From an optimization exercise on the open Yosys and OpenROAD flow, aimed at small area, a short achievable clock period and few clock cycles; shortcuts taken in it are not production practice.
The RTL was checked by simulation tests, not by an equivalence proof against the original design.
No activity file was given, so power comes from the tool's default toggle rates.

<file path="flow/design.v">
module lmfe_med49 (
	clk,
	INS,
	PIX,
	TR,
	INIT,
	PRE,
	ZF,
	MED
);
input			clk;
input	[7:0]	INS;
input	[7:0]	PIX;	 
input	[2:0]	TR;		 
input			INIT;	 
input			PRE;	 
input			ZF;		 
output	[7:0]	MED;	 
reg		[7:0]	slot [0:55];
reg		[55:0]	flag;
reg		[4:0]	L;		 
reg		[5:0]	C00, C01, C02;	 
reg		[5:0]	C10, C11, C12;	 
reg				sel;	 
reg				d7;
reg		[5:0]	mb;		 
integer			p;
reg		[6:0]	ins_rot;
always @ * begin
	case (TR)
		3'd0: ins_rot = {INS[5:0], INS[6]};
		3'd1: ins_rot = {INS[4:0], INS[6:5]};
		3'd2: ins_rot = {INS[3:0], INS[6:4]};
		3'd3: ins_rot = {INS[2:0], INS[6:3]};
		3'd4: ins_rot = {INS[1:0], INS[6:2]};
		3'd5: ins_rot = {INS[0], INS[6:1]};
		default: ins_rot = INS[6:0];
	endcase
end
wire			init = INIT;
wire	[6:0]	s0, s1;
wire			ge0, ge1;
lmfe_sum4 i_s0 (.L(L), .R0(C00), .R1(C01), .R2(C02), .S(s0), .GE(ge0));
lmfe_sum4 i_s1 (.L(L), .R0(C10), .R1(C11), .R2(C12), .S(s1), .GE(ge1));
wire	[6:0]	s = sel ? s0 : s1;		 
wire			dec0 = sel ? ge0 : ge1;	 
reg		[5:0]	QZ, ZP;
wire	[5:0]	zpn = QZ + {5'd0, ~slot[0][7]} + {5'd0, ~PIX[7]} - {5'd0, ~slot[48][7]} - {5'd0, ~slot[47][7]};
reg				lt25, lt24;		 
wire	[5:0]	zn = ZP + {5'd0, ~slot[0][7]};
wire			d7n = slot[0][7] ? lt25 : lt24;	 
reg				ia, ib;
always @ (posedge clk) begin
	ia <= PRE;
	ib <= (TR == 3'd5);
end
reg		[56:0]	x0, x1;
reg				ix;
always @ * begin
	for (p = 0; p < 56; p = p + 1) begin
		ix = (p < 16) ? init : (p < 32) ? ia : (p < 48) ? ib : 1'b0;
		x0[p] = ~slot[p][5] & ((flag[p] & ~slot[p][6]) | (ix & ~slot[p][7]));
		x1[p] = ~slot[p][5] & ((flag[p] & slot[p][6]) | (ix & slot[p][7]));
	end
	x0[56] = init & ~PIX[7] & ~PIX[6];
	x1[56] = init & PIX[7] & ~PIX[6];
end
wire	[5:0]	n00, n01, n02, n10, n11, n12;
lmfe_popc57 i_pc0 (.x(x0), .R0(n00), .R1(n01), .R2(n02));
lmfe_popc57 i_pc1 (.x(x1), .R0(n10), .R1(n11), .R2(n12));
assign MED = {d7, mb, ~dec0};
always @ (posedge clk) begin
	slot[0] <= {INS[7], ins_rot};
	for (p = 0; p < 55; p = p + 1)
		slot[p+1] <= {slot[p][7], slot[p][5:0], slot[p][6]};
	mb <= {mb[4:0], ~dec0};
	C00 <= n00;
	C01 <= n01;
	C02 <= n02;
	C10 <= n10;
	C11 <= n11;
	C12 <= n12;
	sel <= init ? ~d7n : dec0;
	if (init) begin
		flag[0] <= (PIX[7] == d7n);
		for (p = 0; p < 48; p = p + 1)
			flag[p+1] <= (slot[p][7] == d7n);
		for (p = 48; p < 55; p = p + 1)
			flag[p+1] <= 1'b0;
		d7 <= d7n;
		L  <= d7n ? zn[4:0] : 5'd0;
	end else begin
		flag[0] <= 1'b0;
		for (p = 0; p < 55; p = p + 1)
			flag[p+1] <= flag[p] & (slot[p][6] ^ dec0) & ~PRE;
		if (!dec0) L <= s[4:0];
	end
	ZP <= zpn;
	lt25 <= (zpn < 6'd25);
	lt24 <= (zpn < 6'd24);
	if (ZF)
		QZ <= 6'd48;
	else
		QZ <= QZ + {5'd0, ~slot[0][7]} - {5'd0, ~slot[48][7]};
end
endmodule
module lmfe_popc57 (x, R0, R1, R2);
input [56:0] x;
output [5:0] R0;
output [5:0] R1;
output [5:0] R2;
wire s1;
wire c2;
assign s1 = x[0] ^ x[1] ^ x[2];
assign c2 = (x[0] & x[1]) | (x[0] & x[2]) | (x[1] & x[2]);
wire s3;
wire c4;
assign s3 = x[3] ^ x[4] ^ x[5];
assign c4 = (x[3] & x[4]) | (x[3] & x[5]) | (x[4] & x[5]);
wire s5;
wire c6;
assign s5 = x[6] ^ x[7] ^ x[8];
assign c6 = (x[6] & x[7]) | (x[6] & x[8]) | (x[7] & x[8]);
wire s7;
wire c8;
assign s7 = x[9] ^ x[10] ^ x[11];
assign c8 = (x[9] & x[10]) | (x[9] & x[11]) | (x[10] & x[11]);
wire s9;
wire c10;
assign s9 = x[12] ^ x[13] ^ x[14];
assign c10 = (x[12] & x[13]) | (x[12] & x[14]) | (x[13] & x[14]);
wire s11;
wire c12;
assign s11 = x[15] ^ x[16] ^ x[17];
assign c12 = (x[15] & x[16]) | (x[15] & x[17]) | (x[16] & x[17]);
wire s13;
wire c14;
assign s13 = x[18] ^ x[19] ^ x[20];
assign c14 = (x[18] & x[19]) | (x[18] & x[20]) | (x[19] & x[20]);
wire s15;
wire c16;
assign s15 = x[21] ^ x[22];
assign c16 = x[21] & x[22];
wire s17;
wire c18;
assign s17 = x[23] ^ x[24] ^ x[25];
assign c18 = (x[23] & x[24]) | (x[23] & x[25]) | (x[24] & x[25]);
wire s19;
wire c20;
assign s19 = x[26] ^ x[27] ^ x[28];
assign c20 = (x[26] & x[27]) | (x[26] & x[28]) | (x[27] & x[28]);
wire s21;
wire c22;
assign s21 = x[29] ^ x[30] ^ x[31];
assign c22 = (x[29] & x[30]) | (x[29] & x[31]) | (x[30] & x[31]);
wire s23;
wire c24;
assign s23 = x[32] ^ x[33] ^ x[34];
assign c24 = (x[32] & x[33]) | (x[32] & x[34]) | (x[33] & x[34]);
wire s25;
wire c26;
assign s25 = x[35] ^ x[36] ^ x[37];
assign c26 = (x[35] & x[36]) | (x[35] & x[37]) | (x[36] & x[37]);
wire s27;
wire c28;
assign s27 = x[38] ^ x[39] ^ x[40];
assign c28 = (x[38] & x[39]) | (x[38] & x[40]) | (x[39] & x[40]);
wire s29;
wire c30;
assign s29 = x[41] ^ x[42] ^ x[43];
assign c30 = (x[41] & x[42]) | (x[41] & x[43]) | (x[42] & x[43]);
wire s31;
wire c32;
assign s31 = x[44] ^ x[45] ^ x[46];
assign c32 = (x[44] & x[45]) | (x[44] & x[46]) | (x[45] & x[46]);
wire s33;
wire c34;
assign s33 = x[47] ^ x[48] ^ x[49];
assign c34 = (x[47] & x[48]) | (x[47] & x[49]) | (x[48] & x[49]);
wire s35;
wire c36;
assign s35 = x[50] ^ x[51] ^ x[52];
assign c36 = (x[50] & x[51]) | (x[50] & x[52]) | (x[51] & x[52]);
wire s37;
wire c38;
assign s37 = x[53] ^ x[54] ^ x[55];
assign c38 = (x[53] & x[54]) | (x[53] & x[55]) | (x[54] & x[55]);
wire s39;
wire c40;
assign s39 = x[56] ^ s1;
assign c40 = x[56] & s1;
wire s41;
wire c42;
assign s41 = c2 ^ c4;
assign c42 = c2 & c4;
wire s43;
wire c44;
assign s43 = s3 ^ s5 ^ s7;
assign c44 = (s3 & s5) | (s3 & s7) | (s5 & s7);
wire s45;
wire c46;
assign s45 = s9 ^ s11 ^ s13;
assign c46 = (s9 & s11) | (s9 & s13) | (s11 & s13);
wire s47;
wire c48;
assign s47 = s15 ^ s17 ^ s19;
assign c48 = (s15 & s17) | (s15 & s19) | (s17 & s19);
wire s49;
wire c50;
assign s49 = c6 ^ c8 ^ c10;
assign c50 = (c6 & c8) | (c6 & c10) | (c8 & c10);
wire s51;
wire c52;
assign s51 = c12 ^ c14 ^ c16;
assign c52 = (c12 & c14) | (c12 & c16) | (c14 & c16);
wire s53;
wire c54;
assign s53 = c18 ^ c20 ^ c22;
assign c54 = (c18 & c20) | (c18 & c22) | (c20 & c22);
wire s55;
wire c56;
assign s55 = c24 ^ c26 ^ c28;
assign c56 = (c24 & c26) | (c24 & c28) | (c26 & c28);
wire s57;
wire c58;
assign s57 = c30 ^ c32;
assign c58 = c30 & c32;
wire s59;
wire c60;
assign s59 = s21 ^ s23 ^ s25;
assign c60 = (s21 & s23) | (s21 & s25) | (s23 & s25);
wire s61;
wire c62;
assign s61 = s27 ^ s29 ^ s31;
assign c62 = (s27 & s29) | (s27 & s31) | (s29 & s31);
wire s63;
wire c64;
assign s63 = c34 ^ c36 ^ c38;
assign c64 = (c34 & c36) | (c34 & c38) | (c36 & c38);
wire s65;
wire c66;
assign s65 = c40 ^ s41 ^ c44;
assign c66 = (c40 & s41) | (c40 & c44) | (s41 & c44);
wire s67;
wire c68;
assign s67 = c46 ^ c48 ^ s49;
assign c68 = (c46 & c48) | (c46 & s49) | (c48 & s49);
wire s69;
wire c70;
assign s69 = s33 ^ s35 ^ s37;
assign c70 = (s33 & s35) | (s33 & s37) | (s35 & s37);
wire s71;
wire c72;
assign s71 = s39 ^ s43;
assign c72 = s39 & s43;
wire s73;
wire c74;
assign s73 = s51 ^ s53 ^ s55;
assign c74 = (s51 & s53) | (s51 & s55) | (s53 & s55);
wire s75;
wire c76;
assign s75 = s57 ^ c60 ^ c62;
assign c76 = (s57 & c60) | (s57 & c62) | (c60 & c62);
wire s77;
wire c78;
assign s77 = s63 ^ s65;
assign c78 = s63 & s65;
wire s79;
wire c80;
assign s79 = c42 ^ c50 ^ c52;
assign c80 = (c42 & c50) | (c42 & c52) | (c50 & c52);
wire s81;
wire c82;
assign s81 = c54 ^ c56 ^ c58;
assign c82 = (c54 & c56) | (c54 & c58) | (c56 & c58);
wire s83;
wire c84;
assign s83 = c64 ^ c66 ^ c68;
assign c84 = (c64 & c66) | (c64 & c68) | (c66 & c68);
wire s85;
wire c86;
assign s85 = s45 ^ s47 ^ s59;
assign c86 = (s45 & s47) | (s45 & s59) | (s47 & s59);
wire s87;
wire c88;
assign s87 = s67 ^ c70 ^ c72;
assign c88 = (s67 & c70) | (s67 & c72) | (c70 & c72);
wire s89;
wire c90;
assign s89 = s73 ^ s75;
assign c90 = s73 & s75;
wire s91;
wire c92;
assign s91 = c74 ^ c76 ^ c78;
assign c92 = (c74 & c76) | (c74 & c78) | (c76 & c78);
wire s93;
wire c94;
assign s93 = s79 ^ s81 ^ s83;
assign c94 = (s79 & s81) | (s79 & s83) | (s81 & s83);
wire s95;
wire c96;
assign s95 = c80 ^ c82;
assign c96 = c80 & c82;
wire s97;
wire c98;
assign s97 = s61 ^ s69;
assign c98 = s61 & s69;
wire s99;
wire c100;
assign s99 = s77 ^ c86 ^ s87;
assign c100 = (s77 & c86) | (s77 & s87) | (c86 & s87);
wire s101;
wire c102;
assign s101 = c88 ^ c90 ^ s91;
assign c102 = (c88 & c90) | (c88 & s91) | (c90 & s91);
wire s103;
wire c104;
assign s103 = c84 ^ c92 ^ c94;
assign c104 = (c84 & c92) | (c84 & c94) | (c92 & c94);
assign R0 = {1'b0, c96, s95, s93, s89, s71};
assign R1 = {1'b0, c104, c102, c100, c98, s85};
assign R2 = {1'b0, 1'b0, s103, s101, s99, s97};
endmodule
module lmfe_sum4 (L, R0, R1, R2, S, GE);
input [4:0] L;
input [5:0] R0;
input [5:0] R1;
input [5:0] R2;
output [6:0] S;
output GE;
wire s1;
wire c2;
assign s1 = L[0] ^ R0[0];
assign c2 = L[0] & R0[0];
wire s3;
wire c4;
assign s3 = L[1] ^ R0[1] ^ R1[1];
assign c4 = (L[1] & R0[1]) | (L[1] & R1[1]) | (R0[1] & R1[1]);
wire s5;
wire c6;
assign s5 = L[2] ^ R0[2] ^ R1[2];
assign c6 = (L[2] & R0[2]) | (L[2] & R1[2]) | (R0[2] & R1[2]);
wire s7;
wire c8;
assign s7 = L[3] ^ R0[3] ^ R1[3];
assign c8 = (L[3] & R0[3]) | (L[3] & R1[3]) | (R0[3] & R1[3]);
wire s9;
wire c10;
assign s9 = L[4] ^ R0[4] ^ R1[4];
assign c10 = (L[4] & R0[4]) | (L[4] & R1[4]) | (R0[4] & R1[4]);
wire s11;
wire c12;
assign s11 = R0[5] ^ R1[5];
assign c12 = R0[5] & R1[5];
wire s13;
wire c14;
assign s13 = R1[0] ^ R2[0];
assign c14 = R1[0] & R2[0];
wire s15;
wire c16;
assign s15 = R2[1] ^ c2 ^ s3;
assign c16 = (R2[1] & c2) | (R2[1] & s3) | (c2 & s3);
wire s17;
wire c18;
assign s17 = R2[2] ^ c4 ^ s5;
assign c18 = (R2[2] & c4) | (R2[2] & s5) | (c4 & s5);
wire s19;
wire c20;
assign s19 = R2[3] ^ c6 ^ s7;
assign c20 = (R2[3] & c6) | (R2[3] & s7) | (c6 & s7);
wire s21;
wire c22;
assign s21 = R2[4] ^ c8 ^ s9;
assign c22 = (R2[4] & c8) | (R2[4] & s9) | (c8 & s9);
wire s23;
wire c24;
assign s23 = R2[5] ^ c10 ^ s11;
assign c24 = (R2[5] & c10) | (R2[5] & s11) | (c10 & s11);
wire [6:0] P = {c12, c22, c20, c18, c16, c14, s1};
wire [6:0] Q = {c24, s23, s21, s19, s17, s15, s13};
assign S = P + Q;
wire [7:0] u, v;   
assign v[0] = 1'b0;
assign u[0] = ~(P[0] ^ Q[0]);
assign v[1] = P[0] | Q[0];
assign u[1] = ~(P[1] ^ Q[1]);
assign v[2] = P[1] | Q[1];
assign u[2] = ~(P[2] ^ Q[2]);
assign v[3] = P[2] | Q[2];
assign u[3] = P[3] ^ Q[3];
assign v[4] = P[3] & Q[3];
assign u[4] = P[4] ^ Q[4];
assign v[5] = P[4] & Q[4];
assign u[5] = ~(P[5] ^ Q[5]);
assign v[6] = P[5] | Q[5];
assign u[6] = ~(P[6] ^ Q[6]);
assign v[7] = P[6] | Q[6];
assign u[7] = 1'b0;
wire [6:0] G0, P0;
assign G0[0] = u[0] & v[0];
assign P0[0] = u[0] | v[0];
assign G0[1] = u[1] & v[1];
assign P0[1] = u[1] | v[1];
assign G0[2] = u[2] & v[2];
assign P0[2] = u[2] | v[2];
assign G0[3] = u[3] & v[3];
assign P0[3] = u[3] | v[3];
assign G0[4] = u[4] & v[4];
assign P0[4] = u[4] | v[4];
assign G0[5] = u[5] & v[5];
assign P0[5] = u[5] | v[5];
assign G0[6] = u[6] & v[6];
assign P0[6] = u[6] | v[6];
wire [6:0] G1, P1;
assign G1[0] = G0[0];
assign P1[0] = P0[0];
assign G1[1] = G0[1] | (P0[1] & G0[0]);
assign P1[1] = P0[1] & P0[0];
assign G1[2] = G0[2] | (P0[2] & G0[1]);
assign P1[2] = P0[2] & P0[1];
assign G1[3] = G0[3] | (P0[3] & G0[2]);
assign P1[3] = P0[3] & P0[2];
assign G1[4] = G0[4] | (P0[4] & G0[3]);
assign P1[4] = P0[4] & P0[3];
assign G1[5] = G0[5] | (P0[5] & G0[4]);
assign P1[5] = P0[5] & P0[4];
assign G1[6] = G0[6] | (P0[6] & G0[5]);
assign P1[6] = P0[6] & P0[5];
wire [6:0] G2, P2;
assign G2[0] = G1[0];
assign P2[0] = P1[0];
assign G2[1] = G1[1];
assign P2[1] = P1[1];
assign G2[2] = G1[2] | (P1[2] & G1[0]);
assign P2[2] = P1[2] & P1[0];
assign G2[3] = G1[3] | (P1[3] & G1[1]);
assign P2[3] = P1[3] & P1[1];
assign G2[4] = G1[4] | (P1[4] & G1[2]);
assign P2[4] = P1[4] & P1[2];
assign G2[5] = G1[5] | (P1[5] & G1[3]);
assign P2[5] = P1[5] & P1[3];
assign G2[6] = G1[6] | (P1[6] & G1[4]);
assign P2[6] = P1[6] & P1[4];
wire [6:0] G3, P3;
assign G3[0] = G2[0];
assign P3[0] = P2[0];
assign G3[1] = G2[1];
assign P3[1] = P2[1];
assign G3[2] = G2[2];
assign P3[2] = P2[2];
assign G3[3] = G2[3];
assign P3[3] = P2[3];
assign G3[4] = G2[4] | (P2[4] & G2[0]);
assign P3[4] = P2[4] & P2[0];
assign G3[5] = G2[5] | (P2[5] & G2[1]);
assign P3[5] = P2[5] & P2[1];
assign G3[6] = G2[6] | (P2[6] & G2[2]);
assign P3[6] = P2[6] & P2[2];
assign GE = v[7] ^ G3[6];
endmodule
module lmfe_filter_ctrl (
	clk,
	RST,
	IEN,
	DIN,
	Q,
	MED,
	A,
	D,
	CEN,
	WEN,
	INS,
	PIX,
	TR,
	INIT,
	PRE,
	ZF,
	DOUT,
	OV,
	BZ
);
input			clk;
input			RST;
input			IEN;
input	[7:0]	DIN;
input	[7:0]	Q;
input	[7:0]	MED;
output	[9:0]	A;
output	[7:0]	D;
output			CEN;
output			WEN;
output	[7:0]	INS;
output	[7:0]	PIX;
output	[2:0]	TR;
output			INIT;
output			PRE;
output			ZF;
output	[7:0]	DOUT;
output			OV;
output			BZ;
localparam ST_IDL  = 2'd0;
localparam ST_LOAD = 2'd1;
localparam ST_RUN  = 2'd2;
localparam ST_END  = 2'd3;
reg		[9:0]	A;
reg		[7:0]	D;
reg				CEN;
reg				WEN;
reg		[7:0]	DOUT;
reg				OV;
reg				BZ;
reg		[1:0]	state;
reg		[2:0]	t;		 
reg		[7:0]	j;		 
reg		[7:0]	y;		 
reg				v1, v2;	 
reg				d1, d2;	 
reg				pv;		 
reg				okA, okB;	 
reg				INIT;		 
reg				PRE;		 
wire	run = (state == ST_RUN);
wire	col_in = ~j[7];						 
wire	[7:0] yt = y + {5'd0, t};			 
wire	rd_ok = run && col_in && (t != 3'd6) && (yt >= 8'd3) && (yt <= 8'd130);
wire	wr_ok = run && col_in && (y <= 8'd124);
wire	[2:0] rrow = y[2:0] + t + 3'd5;		 
wire	[2:0] wrow = y[2:0] + 3'd3;			 
wire	last_load = (y[1:0] == 2'd2) && (j[6:0] == 7'd127);
wire	last_col = (j == 8'd130);
assign TR = (t >= 3'd2) ? (t - 3'd2) : (t + 3'd5);
assign ZF = ~run;
assign INS = v2 ? (d2 ? D : Q) : 8'd0;
assign PIX = pv ? D : 8'd0;
always @ (posedge clk, posedge RST) begin
	if (RST) begin
		state <= ST_IDL;
		CEN <= 1'b1;
		WEN <= 1'b1;
		OV <= 1'b0;
		BZ <= 1'b0;
		okA <= 1'b0;
		okB <= 1'b0;
	end else begin
		OV <= 1'b0;
		case (state)
			ST_IDL: begin
				CEN <= ~IEN;
				WEN <= ~IEN;
				if (IEN) state <= ST_LOAD;	 
			end
			ST_LOAD: begin
				CEN <= 1'b0;
				WEN <= 1'b0;
				if (last_load) begin
					BZ <= 1'b1;
					state <= ST_RUN;
				end
			end
			ST_RUN: begin
				CEN <= (t == 3'd6) ? ~wr_ok : ~rd_ok;
				WEN <= (t != 3'd6);
				BZ <= ~((t == 3'd4) && wr_ok);
				if (t == 3'd1) OV <= okB;
				if (t == 3'd6) begin
					okA <= (j >= 8'd3) && ~y[7];
					okB <= okA;
				end
				if ((y == 8'd128) && (j == 8'd1) && (t == 3'd1))
					state <= ST_END;
			end
			ST_END: begin
				CEN <= 1'b1;
				WEN <= 1'b1;
				BZ <= 1'b1;
			end
		endcase
	end
end
always @ (posedge clk) begin
	v2 <= v1;
	d2 <= d1;
	v1 <= 1'b0;
	d1 <= 1'b0;
	INIT <= run && (t == 3'd0);
	PRE <= run && (t == 3'd6);
	case (state)
		ST_IDL: begin
			pv <= 1'b0;
			A <= 10'd0;
			D <= DIN;
			j <= 8'd1;
			y <= 8'd0;
		end
		ST_LOAD: begin
			A <= {1'b0, y[1:0], j[6:0]};
			D <= DIN;
			{y[1:0], j[6:0]} <= {y[1:0], j[6:0]} + 9'd1;
			if (last_load) begin
				t <= 3'd0;
				j <= 8'd0;
				y <= 8'd0;
			end
		end
		ST_RUN: begin
			if (t == 3'd6) begin
				A <= {wrow, j[6:0]};
				pv <= wr_ok;
				v1 <= wr_ok;
				d1 <= 1'b1;
			end else begin
				A <= {rrow, j[6:0]};
				v1 <= rd_ok;
			end
			if (t == 3'd5) D <= DIN;
			if (t == 3'd6) begin
				t <= 3'd0;
				if (last_col) begin
					j <= 8'd0;
					y <= y + 8'd1;
				end else begin
					j <= j + 8'd1;
				end
			end else begin
				t <= t + 3'd1;
			end
		end
		default: begin
			A <= {rrow, j[6:0]};
		end
	endcase
	DOUT <= MED;	 
end
endmodule
module lmfe_top (
	clk,
	reset,
	Din,
	in_en,
	busy,
	out_valid,
	Dout,
	sram_a,
	sram_d,
	sram_cen,
	sram_wen,
	sram_q
);
input			clk;
input			reset;
input	[7:0]	Din;
input			in_en;
output			busy;
output			out_valid;
output	[7:0]	Dout;
output	[9:0]	sram_a;
output	[7:0]	sram_d;
output			sram_cen;
output			sram_wen;
input	[7:0]	sram_q;
wire	[7:0]	ins;
wire	[7:0]	pix;
wire	[2:0]	tr;
wire			init;
wire			pre;
wire			zforce;
wire	[7:0]	med;
lmfe_filter_ctrl i_lmfe_filter_ctrl (
	.clk	(clk),
	.RST	(reset),
	.IEN	(in_en),
	.DIN	(Din),
	.Q		(sram_q),
	.MED	(med),
	.A		(sram_a),
	.D		(sram_d),
	.CEN	(sram_cen),
	.WEN	(sram_wen),
	.INS	(ins),
	.PIX	(pix),
	.TR		(tr),
	.INIT	(init),
	.PRE	(pre),
	.ZF		(zforce),
	.DOUT	(Dout),
	.OV		(out_valid),
	.BZ		(busy)
);
lmfe_med49 i_lmfe_med49 (
	.clk	(clk),
	.INS	(ins),
	.PIX	(pix),
	.TR		(tr),
	.INIT	(init),
	.PRE	(pre),
	.ZF		(zforce),
	.MED	(med)
);
endmodule
</file>
<file path="flow/flow/run.sh">
#!/bin/bash
set -euo pipefail
bash standard.sh SETUP_SLACK_MARGIN=6.2 finish > standard.log 2>&1
</file>
<file path="flow/standard.sh">
#!/bin/bash
# synth_recipe.tcl (not shown) runs the flow's synth.tcl, then flattens the netlist and writes it again
# the make line also repeats each setting of config.mk as NAME=value (left out here)
make -C /OpenROAD-flow-scripts/flow DESIGN_CONFIG=/design/flow/config.mk WORK_HOME=/design/flow/orfs CLKGATE_MAP_FILE= SYNTH_SCRIPT=/design/flow/synth_recipe.tcl "${@:-finish}"
</file>
<file path="flow/config.mk">
export PLATFORM = sky130hd
export DESIGN_NAME = lmfe_top
export DESIGN_NICKNAME = lmfe_top
export VERILOG_FILES = /design/flow/design.v
export SDC_FILE = /design/flow/constraint.sdc
export NUM_CORES = 4
export LEC_CHECK = 0
export CAP_MARGIN = 20
export CORE_MARGIN = 2
export CORE_UTILIZATION = 55
export CTS_CLUSTER_DIAMETER = 60
export CTS_CLUSTER_SIZE = 24
export PLACE_DENSITY = 0.7
export SLEW_MARGIN = 20
export TNS_END_PERCENT = 25
</file>
<file path="flow/constraint.sdc">
create_clock -name core_clock -period 10.0 [get_ports {clk}]
set_input_delay 2.0000 -clock core_clock [delete_from_list [all_inputs] [get_ports {clk}]]
set_output_delay 2.0000 -clock core_clock [all_outputs]
set_load 0.01 [all_outputs]
</file>
==> flow_summary.toml, run 1 <==
[finish]
final_cells = 2585
drive_gt1_frac = 0.0825
finish.instance_area_um2 = 25000
syn_to_final_growth_pct = 11.7
antennaDiodeCount = 0
nets = 2239
utilization = 0.626

[pwr]
power.internal_mw = 3.21
p_leak_nw = 9.78
cellPowerDensity_nw_per_um2 = 163
p_clk_frac = 0.412
comb_power_share = 0.005
ir_drop_v = 0.000103
switchingPower_mw = 0.872
p_seq_frac = 0.583
p_total_mw = 4.08
p_sw_frac = 0.214

[floorplan]
core_region_area_um2 = 40000
fp.dieH_um = 206
rows = 73
die_area_um2 = 42400
io_pins = 49
initial_core_util = 0.560
fp.dieW_um = 206

[setup_path]
worstPathRequired_ns = 10.45
cp-start-kind = "flop"
cp-end-kind = "flop"
critical_path_class = "flop to flop"
cp.arrival_ns = 4.28
path_max_fanout = 9

[hold_path]
hold_path.class = "flop to flop"

[synth]
ys_top_cells_by_count = "550 x dfxtp_1, 227 x inv_1, 106 x fa_1, 100 x nand2_1, 99 x a22oi_1"
ys_types = 72
synth_ff_type = "dfxtp_1"
synth_cells = 1998
synth-adder-area-share = 0.139
synth_area_leader_cell = "dfxtp_1"
netlist_area_um2 = 22400
yosysMostFrequentCell = "dfxtp_1"
yosys-mux-area-fraction = 0.0114
ys_warn_count = 3
synthArstFlopShare = 0.0135
synth_seq_area_share = 0.546
syn_area_per_cell_um2 = 11.2
synth-xor-area-share = 0.0335
syn_nets = 2201
synth_seq_cells = 592
synth_top_cells_by_area = "dfxtp_1 49%, fa_1 9.5%, edfxtp_1 4.6%, ha_1 4.4%, inv_1 3.8%"
synth_top_family_by_area = "adder cells"
synth-simple-area-share = 0.135
yosys.area.top_type_share = 0.491
synth_compound_area_frac = 0.0802
synth_edf_count = 34

[grt]
grt_pass1_vias = 14241
antenna_found_initial = 0
grt_max_degree = 97
track_usage = 0.224
grt.overflow.total = 0
grt_pass1_wl_um = 74400

[clock_tree]
cts_root_buffer = "clkbuf_16"
clock_path_buffers = 3
clock_sinks = 592
tritoncts = "yes"
clk_pin_slew_ns = 0.09
clk_latency_ns = 0.58
cts_buffers = 38
htree_levels = 2

[run]
cap_violations = 0

[placed_design]
portBuffers = 48
place_area_um2 = 23300
place_inst = 2491
pre_cts_slack_ns = 5.12
gp_congestion = 0.845
post-dp-hpwl_um = 29300

[sta]
skew_ns = 0.0219
tightest_slew_ns = 0.977
slew_violations = 0
timing.fmax_mhz = 261
hold_ws_ns = 0.324
setup-violations-final = 0
period_minus_slack_ns = 3.83
min_period_over_period = 0.383
setup_slack_ns = 6.17
setup_tns_ns = 0
finalHoldViolations = 0
grt_setup_unrepaired = "yes"
slew_headroom = 0.349

[routing]
first_iter_violations = 1109
drt-total-wl_um = 47300
via_per_inst = 5.56
dr_total_vias = 14361
ant_nets = 0
drt_pass1_iterations = 5
post_drt_wl_per_cell_um = 18.3
drc_errors = 0

[status]
status = "finished clean"
[path summary, 6_finish.rpt]
kind,endpoint,start,depth (start not counted),slack (ns)
max,i_lmfe_med49.C02[3]$_DFF_P_,i_lmfe_filter_ctrl.INIT$_DFF_P_,13,6.17
min,i_lmfe_med49.slot[1][4]$_DFF_P_,i_lmfe_med49.slot[0][3]$_DFF_P_,0,0.32
max reg2reg,i_lmfe_med49.C02[3]$_DFF_P_,i_lmfe_filter_ctrl.INIT$_DFF_P_,13,6.17
min reg2reg,i_lmfe_med49.slot[1][4]$_DFF_P_,i_lmfe_med49.slot[0][3]$_DFF_P_,0,0.32
max in group asynchronous,i_lmfe_filter_ctrl.CEN$_DFF_PP1_,reset,2,8.03
min in group asynchronous,i_lmfe_filter_ctrl.okB$_DFFE_PP0P_,reset,2,1.68
[power by group through the flow]
stage	sequential (mW)	combinational, mW	clock [mW]
6_report	2.38	0.0194	1.68
5_1_grt	2.38	0.0208	1.80
4_1_cts	2.38	0.0196	1.72
3_5_place_dp	2.43	0.0195	0
3_3_place_gp	2.43	0.0190	0
2_1_floorplan	2.44	0.00613	0
[per-layer routing]
layer	share of wire	track usage
met4	0.029	0.0798
met3	0.068	0.0438
met1	0.43	0.295
met2	0.47	0.369
met5	0	0
[placed cells by master (no fill, tap or decap), types with 8 or more instances in the layout]
cell / n
buf_4: 19
a22oi_1: 99
nor3_1: 17
mux2i_1: 13
o21ai_0: 31
nand3_1: 66
inv_1: 224
fa_1: 94
or2_2: 23
fa_2: 12
or3_1: 60
clkbuf_16: 42
nand2_1: 100
a21oi_1: 31
or4_1: 47
mux2_2: 8
xor2_1: 18
nor2b_1: 37
nand2b_1: 25
ha_1: 78
edfxtp_1: 34
xnor2_1: 66
a21o_1: 10
nor2_1: 73
dfxtp_1: 547
clkdlybuf4s50_1: 48
nor4b_1: 47
o22ai_1: 54
[sequential cells by signal (all words and copies together), names as in the netlist, 6 cells and up]
register,flops
i_lmfe_filter_ctrl.y,8
i_lmfe_med49.flag,56
i_lmfe_filter_ctrl.D,8
i_lmfe_filter_ctrl.j,8
i_lmfe_med49.QZ,6
i_lmfe_med49.slot,426
i_lmfe_filter_ctrl.A,10
[kinds of logic (layout without fill, tap and decap cells)]
group / count (synthesis) / count (layout)
XOR/XNOR: 85 / 85
buffers and inverters: 315 / 371
AND/OR/NAND/NOR: 532 / 532
adder cells (fa/ha/maj): 185 / 185
flip-flops: 592 / 592
AO/OA/AOI/OAI: 265 / 271
multiplexers: 24 / 24
[area by class of cell]
| class | count | area (um^2) |
|---|---|---|
| Clock buffer | 45 | 1040 |
| Inverter | 229 | 871 |
| Timing Repair Buffer | 77 | 838 |
| Fill cell | 3148 | 15000 |
| Tap cell | 525 | 657 |
| Clock inverter | 19 | 273 |
| Timing Repair inverter | 1 | 7.51 |
| Multi-Input combinational cell | 1097 | 9110 |
| Sequential cell | 592 | 12200 |
[critical path: stages (launching register included)]
cell and delay [ns]:
dfxtp_4 0.40, clkinvlp_4 0.09, buf_8 0.14, buf_4 0.13, o22ai_1 0.05, nor2b_1 0.16
fa_2 0.56, inv_1 0.05, fa_2 0.36, fa_2 0.37, fa_1 0.50, inv_1 0.05
fa_1 0.38, fa_1 0.44
[what timing repair did]
item                       in CTS  in global routing
setup buffers                  14                  6
resized for setup              21                  5
hold buffers                    0                  0
gates cloned                    7                  3
pin swaps                       5                  2
setup endpoints to repair      79                 70
hold endpoints to repair        0                  0
Testbench counts, summed over its fixed seeds: cycles 706,620.
==> run 2, diff against run 1 <==
--- a/flow/config.mk
+++ b/flow/config.mk
@@ -12,4 +12,3 @@
 export CTS_CLUSTER_SIZE = 24
 export PLACE_DENSITY = 0.7
 export SLEW_MARGIN = 20
-export TNS_END_PERCENT = 25
==> run 2 against run 1 <==
  * Power grew 1.3%
  * Sequential power barely moved
  * Still clean on timing, DRC and antenna
  * Largest power group unchanged
  * Design area increased by 0.37%
  * Wire length decreased by 2.7%
  * Largest cell class unchanged
  * First-iteration DRC count fell by 3.4%
  * Synthesized area unchanged
  * Synthesized cell count stayed put
  * Die area did not move
==> flow_summary.toml, run 2 <==
[status]
status = "finished clean"

[finish]
final_cell_mix = "548 x dfxtp_1, 221 x inv_1, 100 x nand2_1, 99 x a22oi_1, 92 x fa_1"
fillers = 3128
largest_register_ffs = 426
nets = 2240
drive_gt1_frac = 0.0864
antennaDiodeCount = 0
utilization = 0.628
layout_commonest_cell = "dfxtp_1"
syn_to_final_growth_pct = 12.1
top_register = "i_lmfe_med49.slot"
top_regs = "i_lmfe_med49.slot (426), i_lmfe_med49.flag (56), i_lmfe_filter_ctrl.A (10)"

[clock_tree]
cts_root_buffer = "clkbuf_16"
hold_buffers = 0
htree_levels = 2
clk_latency_ns = 0.58
cts_buffers = 40
clock_sinks = 592
clk_pin_slew_ns = 0.09
tritoncts = "yes"
clock_path_buffers = 3

[synth]
synth_seq_area_share = 0.546
synth_edf_count = 34
synth_seq_cells = 592
ys_types = 72
synth_area_leader_cell = "dfxtp_1"
syn_nets = 2201
ys_top_cells_by_count = "550 x dfxtp_1, 227 x inv_1, 106 x fa_1, 100 x nand2_1, 99 x a22oi_1"
yosysMostFrequentCell = "dfxtp_1"
synth_top_cells_by_area = "dfxtp_1 49%, fa_1 9.5%, edfxtp_1 4.6%, ha_1 4.4%, inv_1 3.8%"
synth_ff_type = "dfxtp_1"
yosys.area.top_type_share = 0.491
netlist_area_um2 = 22400
synth_cells = 1998
ys_warn_count = 3
synthArstFlopShare = 0.0135
syn_area_per_cell_um2 = 11.2

[grt]
grt_max_degree = 97
antenna_found_initial = 0
grt.overflow.total = 0
track_usage = 0.219
grt_pass1_vias = 14247
grt_pass1_wl_um = 73300

[setup_path]
worstPathRequired_ns = 10.46
crit_path_frequent_cell = "fa_2"
slowest_delay_ns = 0.50
r2r-start = "i_lmfe_filter_ctrl.INIT$_DFF_P_"
reg2reg_slack_ns = 6.22
critical_path_class = "flop to flop"
cp_num_buf_inv = 3
timing.rr.end = "i_lmfe_med49.C02[3]$_DFF_P_"
cp_top_family = "adder cells"
path_max_fanout = 5
cp.arrival_ns = 4.24
slowest_stage = "fa_2"
path_cells = "clkinvlp_4 -> bufbuf_16 -> o22ai_1 -> nand2b_1 -> fa_2 -> fa_2 -> fa_2 -> fa_1 -> inv_1 -> fa_2 -> fa_1"
cp-start-kind = "flop"
r2r_cells = 11
cp-end-kind = "flop"

[sta]
hold_ws_ns = 0.318
slew_violations = 0
min_period_over_period = 0.378
setup-violations-final = 0
finalHoldViolations = 0
grt_setup_unrepaired = "yes"
period_minus_slack_ns = 3.78
slew_headroom = 0.329
skew_ns = 0.0260
tightest_slew_ns = 1.01
setup_tns_ns = 0
timing.fmax_mhz = 265

[placed_design]
post-dp-hpwl_um = 29400
gp_congestion = 0.864
portBuffers = 48

[floorplan]
core_region_area_um2 = 40000
rows = 73
die_area_um2 = 42400
io_pins = 49
fp.dieH_um = 206
fp.dieW_um = 206
initial_core_util = 0.560

[routing]
first_iter_violations = 1071
drt_pass1_iterations = 5
via_per_inst = 5.55
drt-total-wl_um = 46000
ant_nets = 0
post_drt_wl_per_cell_um = 17.8
drc_errors = 0
dr_total_vias = 14347

[hold_path]
hp-start = "i_lmfe_med49.slot[35][4]$_DFF_P_"
holdPathEnd = "i_lmfe_med49.slot[36][5]$_DFF_P_"
hold_path.class = "flop to flop"
holdPathStages = 0

[pwr]
ir_drop_v = 0.000115
cellPowerDensity_nw_per_um2 = 164
p_total_mw = 4.13
p_leak_nw = 9.83

[run]
cap_violations = 0
[run 2: changes by cell type in the layout (fill, tap and decap cells not counted), moves of 3 or more]
| cell | previous run | this run |
|---|---|---|
| inv_2 | 1 | 4 |
| inv_16 | 2 | 5 |
| o221a_4 | 4 | 1 |
| inv_1 | 224 | 221 |
[run 2: logic make-up (layout without fill, tap and decap cells)]
family,count (synthesis),count (layout),synth area share
flops,592,592,0.546
compound gates,265,269,0.0802
fa+ha+maj,185,185,0.139
mux,24,24,0.0114
xor+xnor,85,85,0.0335
buf+inv,315,374,0.0555
simple gates,532,532,0.135
[run 2: worst max path at each step]
stage | from | endpoint | cells after the start
after floorplan | i_lmfe_filter_ctrl.INIT$_DFF_P_ | i_lmfe_med49.C02[3]$_DFF_P_ | 12
after global placement | i_lmfe_filter_ctrl.INIT$_DFF_P_ | i_lmfe_med49.C12[3]$_DFF_P_ | 10
after detailed placement | i_lmfe_filter_ctrl.INIT$_DFF_P_ | i_lmfe_med49.C12[3]$_DFF_P_ | 10
after CTS | i_lmfe_filter_ctrl.INIT$_DFF_P_ | i_lmfe_med49.C12[3]$_DFF_P_ | 10
after global routing | i_lmfe_med49.ia$_DFF_P_ | i_lmfe_med49.C12[3]$_DFF_P_ | 10
final | i_lmfe_filter_ctrl.INIT$_DFF_P_ | i_lmfe_med49.C02[3]$_DFF_P_ | 11
[run 2: per-layer routing]
layer,vias to the layer above,GRT usage,routed length [um]
li1,6824,-,-
met1,7027,0.288,19900
met3,84,0.0371,2750
met2,412,0.369,22100
met4,0,0.0755,1320
met5,-,0,0
[run 2: cell type report]
type / count / area (um^2) / area share
inverters: 229 / 875 / 0.0348
clock inverters: 21 / 320 / 0.0127
clock buffers: 45 / 1050 / 0.0418
multi-input cells: 1095 / 9090 / 0.362
repair inverters: 1 / 7.51 / 0.000299
repair buffers: 78 / 898 / 0.0357
well taps: 525 / 657 / 0.0261
flip-flops and latches: 592 / 12200 / 0.487
[run 2: through the flow]
step           instance area [um^2]  worst slack (ns)  cells
4_1_cts                       25000              6.17   2576
6_report                      25100              6.22   2586
3_3_place_gp                  23300              5.18   2492
5_1_grt                       25100              6.14   2586
3_5_place_dp                  23300              5.07   2493
2_1_floorplan                 22500              6.20   1998
[run 2: power breakdown]
group / internal, mW / switching (mW)
clock: 0.843 / 0.893
combinational: 0.0124 / 0.00676
sequential: 2.38 / 0.00181
[run 2: what timing repair did]
action | 4_1_cts | 5_1_grt
gates resized for setup | 22 | 15
setup endpoints to repair | 57 | 53
gates cloned | 6 | 3
buffers inserted | 11 | 7
pin swaps | 8 | 11

==> port drivers added, routing unchanged <==
The results above use ideal ports. As a check the final layouts listed here were re-extracted and re-timed, cells and wires unchanged.
Step 1 (the two cells are an assumption about what drives the block):
set clk [get_ports {clk}]
set_driving_cell -lib_cell sky130_fd_sc_hd__clkbuf_16 $clk
set_driving_cell -lib_cell sky130_fd_sc_hd__buf_2 [delete_from_list [all_inputs] $clk]
Step 2, shift: input delay + t, output delay - t, t = (earliest + latest rising clock arrival at the registers) / 2. This alone moves slack from input paths to output paths.
a / b / c = no drivers / after step 1 / after step 2; a / b = the first two.
| run | t, ns | setup WS [ns] | latest minus earliest clock arrival (ns) | cell pins on the clock port's net |
|---|---|---|---|---|
| run 1 | 0.627 | 6.168 / 6.168 / 6.168 | 0.023 / 0.023 | 1 |
| run 2 | 0.619 | 6.220 / 6.220 / 6.220 | 0.029 / 0.028 | 1 |
After both steps setup and hold are still met in every run listed.
